Context: an optimization exercise on an open-source flow, tuned for small area. The choices shown serve that exercise and are no tape-out recipe. Only simulation tests tie the RTL to the original design; equivalence was not proved. Power and IR drop assume default switching activity.

// RegFile
module RegFile(  
   input clk,
   input reset,
   input [3:0] A1,
   input [3:0] A2,
   input [3:0] A3,    
   input [31:0] WD3,  
   input RegWrite,    
   input [31:0] PCPlus8,    
   output [31:0] RD1,    
   output [31:0] RD2    
   );
   reg [31:0] R [0:15];
   reg [15:0] v;
   integer i;
   always @(posedge clk) begin
      for (i = 0; i < 15; i = i + 1)
         if (RegWrite && A3 == i) R[i] <= WD3;
      R[15] <= PCPlus8;
   end
   always @(posedge clk or posedge reset) begin
      if (reset)
         v <= 16'b0;
      else begin
         for (i = 0; i < 15; i = i + 1)
            if (RegWrite && A3 == i) v[i] <= 1'b1;
         v[15] <= 1'b1;
      end
   end
   wire [15:0] s1, s2;
   genvar g, b;
   generate
      for (g = 0; g < 16; g = g + 1) begin : dec
         assign s1[g] = v[g] & (A1 == g);
         assign s2[g] = v[g] & (A2 == g);
      end
   endgenerate
   generate
      for (b = 0; b < 32; b = b + 1) begin : bits
         wire [15:0] col;
         for (g = 0; g < 16; g = g + 1) begin : c
            assign col[g] = R[g][b];
         end
         RegFile_rbit u1 (.s(s1), .d(col), .y(RD1[b]));
         RegFile_rbit u2 (.s(s2), .d(col), .y(RD2[b]));
      end
   endgenerate
endmodule
==> flow/config.mk <==
export PLATFORM = sky130hd
export DESIGN_NAME = RegFile
export DESIGN_NICKNAME = RegFile
export VERILOG_FILES = /design/flow/design.v
export SDC_FILE = /design/flow/constraint.sdc
export NUM_CORES = 4
export LEC_CHECK = 0
export CAP_MARGIN = 20
export CORE_MARGIN = 2
export CORE_UTILIZATION = 60
export SLEW_MARGIN = 20
export SYNTH_HIERARCHICAL = 1
==> flow/constraint.sdc <==
create_clock -name core_clock -period 6.0 [get_ports {clk}]
set_input_delay 1.2000 -clock core_clock [delete_from_list [all_inputs] [get_ports {clk}]]
set_output_delay 1.2000 -clock core_clock [all_outputs]
set_load 0.01 [all_outputs]
standard.sh (not shown) runs the stock make flow with config.mk's settings and CLKGATE_MAP_FILE= SYNTH_SCRIPT=/design/flow/synth_recipe.tcl, a recipe that flattens the netlist after the stock synthesis.
==> flow/flow/run.sh <==
#!/bin/bash
# Own layout flow: the standard ORFS flow, with
#  - one buf_1 buffer per input and output port (the standard flow picks a
#    larger delay buffer),
#  - clock tree synthesis with clkbuf_8 leaf clusters and no dummy loads.
# Every ORFS step writes its full log under orfs/logs/; make's own output goes
# to standard.log in the work folder.
set -euo pipefail
bash standard.sh \
  "BUFFER_PORTS_ARGS=-buffer_cell sky130_fd_sc_hd__buf_1" \
  "CTS_ARGS=-sink_clustering_enable -repair_clock_nets -dont_use_dummy_load -sink_clustering_size 20 -sink_clustering_max_diameter 40 -buf_list {sky130_fd_sc_hd__clkbuf_8}" \
  finish > standard.log 2>&1
The starting point finished with timing, DRC and antenna clean.
Next try:
==> flow/run.sh (new file) <==
#!/bin/bash
# synth_recipe.tcl (not shown) runs the flow's synth.tcl, then flattens the netlist and writes it again
# the make line also repeats each setting of config.mk as NAME=value (left out here)
make -C /OpenROAD-flow-scripts/flow DESIGN_CONFIG=/design/flow/config.mk WORK_HOME=/design/flow/orfs CLKGATE_MAP_FILE= SYNTH_SCRIPT=/design/flow/synth_recipe.tcl finish
- CORE_UTILIZATION: 60 -> 70
removed: flow/flow/run.sh
removed: flow/standard.sh
Result: Sequential share of layout area shrinks by 4.7 points. Non-clock buffer count does not change. Hold slack improves by 0.0085 ns. Final cell count shrinks by 1.7%. Flip-flop and latch count is unchanged. Final area grows by about 7%. Power grows by 19%. First-iteration DRC count grows by 27%.
Next try:
==> flow/flow/run.sh (new file) <==
#!/bin/bash
# Own layout flow: the standard ORFS flow, with
#  - one buf_1 buffer per input and output port (the standard flow picks a
#    larger delay buffer),
#  - clock tree synthesis with clkbuf_8 leaf clusters and no dummy loads.
# Every ORFS step writes its full log under orfs/logs/; make's own output goes
# to standard.log in the work folder.
set -euo pipefail
bash standard.sh \
  "BUFFER_PORTS_ARGS=-buffer_cell sky130_fd_sc_hd__buf_1" \
  "CTS_ARGS=-sink_clustering_enable -repair_clock_nets -dont_use_dummy_load -sink_clustering_size 24 -sink_clustering_max_diameter 45 -buf_list {sky130_fd_sc_hd__clkbuf_8}" \
  finish > standard.log 2>&1
==> flow/standard.sh (new file) <==
#!/bin/bash
# synth_recipe.tcl (not shown) runs the flow's synth.tcl, then flattens the netlist and writes it again
# the make line also repeats each setting of config.mk as NAME=value (left out here)
make -C /OpenROAD-flow-scripts/flow DESIGN_CONFIG=/design/flow/config.mk WORK_HOME=/design/flow/orfs CLKGATE_MAP_FILE= SYNTH_SCRIPT=/design/flow/synth_recipe.tcl "${@:-finish}"
removed: flow/run.sh
Sequential power is about the same.
Worst setup slack improved by 0.64 ns.
Cell area goes down by 8.3%.
Via count goes down by 2.8%.
Routed wire length goes down by 4.0%.
Clock power goes down by 45%.
Total power goes down by 19%.
Next try:
--- a/flow/flow/run.sh
+++ b/flow/flow/run.sh
@@ -9,4 +9,4 @@
 bash standard.sh \
   "BUFFER_PORTS_ARGS=-buffer_cell sky130_fd_sc_hd__buf_1" \
-  "CTS_ARGS=-sink_clustering_enable -repair_clock_nets -dont_use_dummy_load -sink_clustering_size 24 -sink_clustering_max_diameter 45 -buf_list {sky130_fd_sc_hd__clkbuf_8}" \
+  "CTS_ARGS=-sink_clustering_enable -repair_clock_nets -dont_use_dummy_load -sink_clustering_size 24 -sink_clustering_max_diameter 40 -buf_list {sky130_fd_sc_hd__clkbuf_8}" \
   finish > standard.log 2>&1
- CORE_UTILIZATION: 70 -> 75
What happened:
- cell area barely changes
- sequential power is about the same
- via count hardly moves
- synthesized area stays the same
- utilization rises by 5.5 points
- setup slack improves by 0.034 ns
- power came out higher by 0.81%
- routed wire length decreases by 3.0%

==> re-timing with driven ports <==
No port has a modelled driver above. Below, the same layouts with a new extraction and two added sets of constraints. Step 1 (the two cells are an assumption about what drives the block):
set clk [get_ports {clk}]
set_driving_cell -lib_cell sky130_fd_sc_hd__clkbuf_16 $clk
set_driving_cell -lib_cell sky130_fd_sc_hd__buf_2 [delete_from_list [all_inputs] $clk]
Step 2, shift: input delay + t, output delay - t, t = (earliest + latest rising clock arrival at the registers) / 2. This alone moves slack from input paths to output paths. a / b / c = ideal / step 1 / step 2; a / b = the first two.
run	t, ns	setup slack, ns	pins driven straight from the clock port
the first run	0.687	1.132 / 1.110 / 1.110	1
the second run	0.610	0.505 / 0.482 / 0.482	1
the third run	0.629	1.143 / 1.116 / 1.116	1
the fourth run	0.636	1.177 / 1.154 / 1.154	1
After both steps every run listed still meets setup and hold. The setup slack of the third run, which loses most, moves by -0.027 ns with the drivers and by -0.027 ns with both steps.
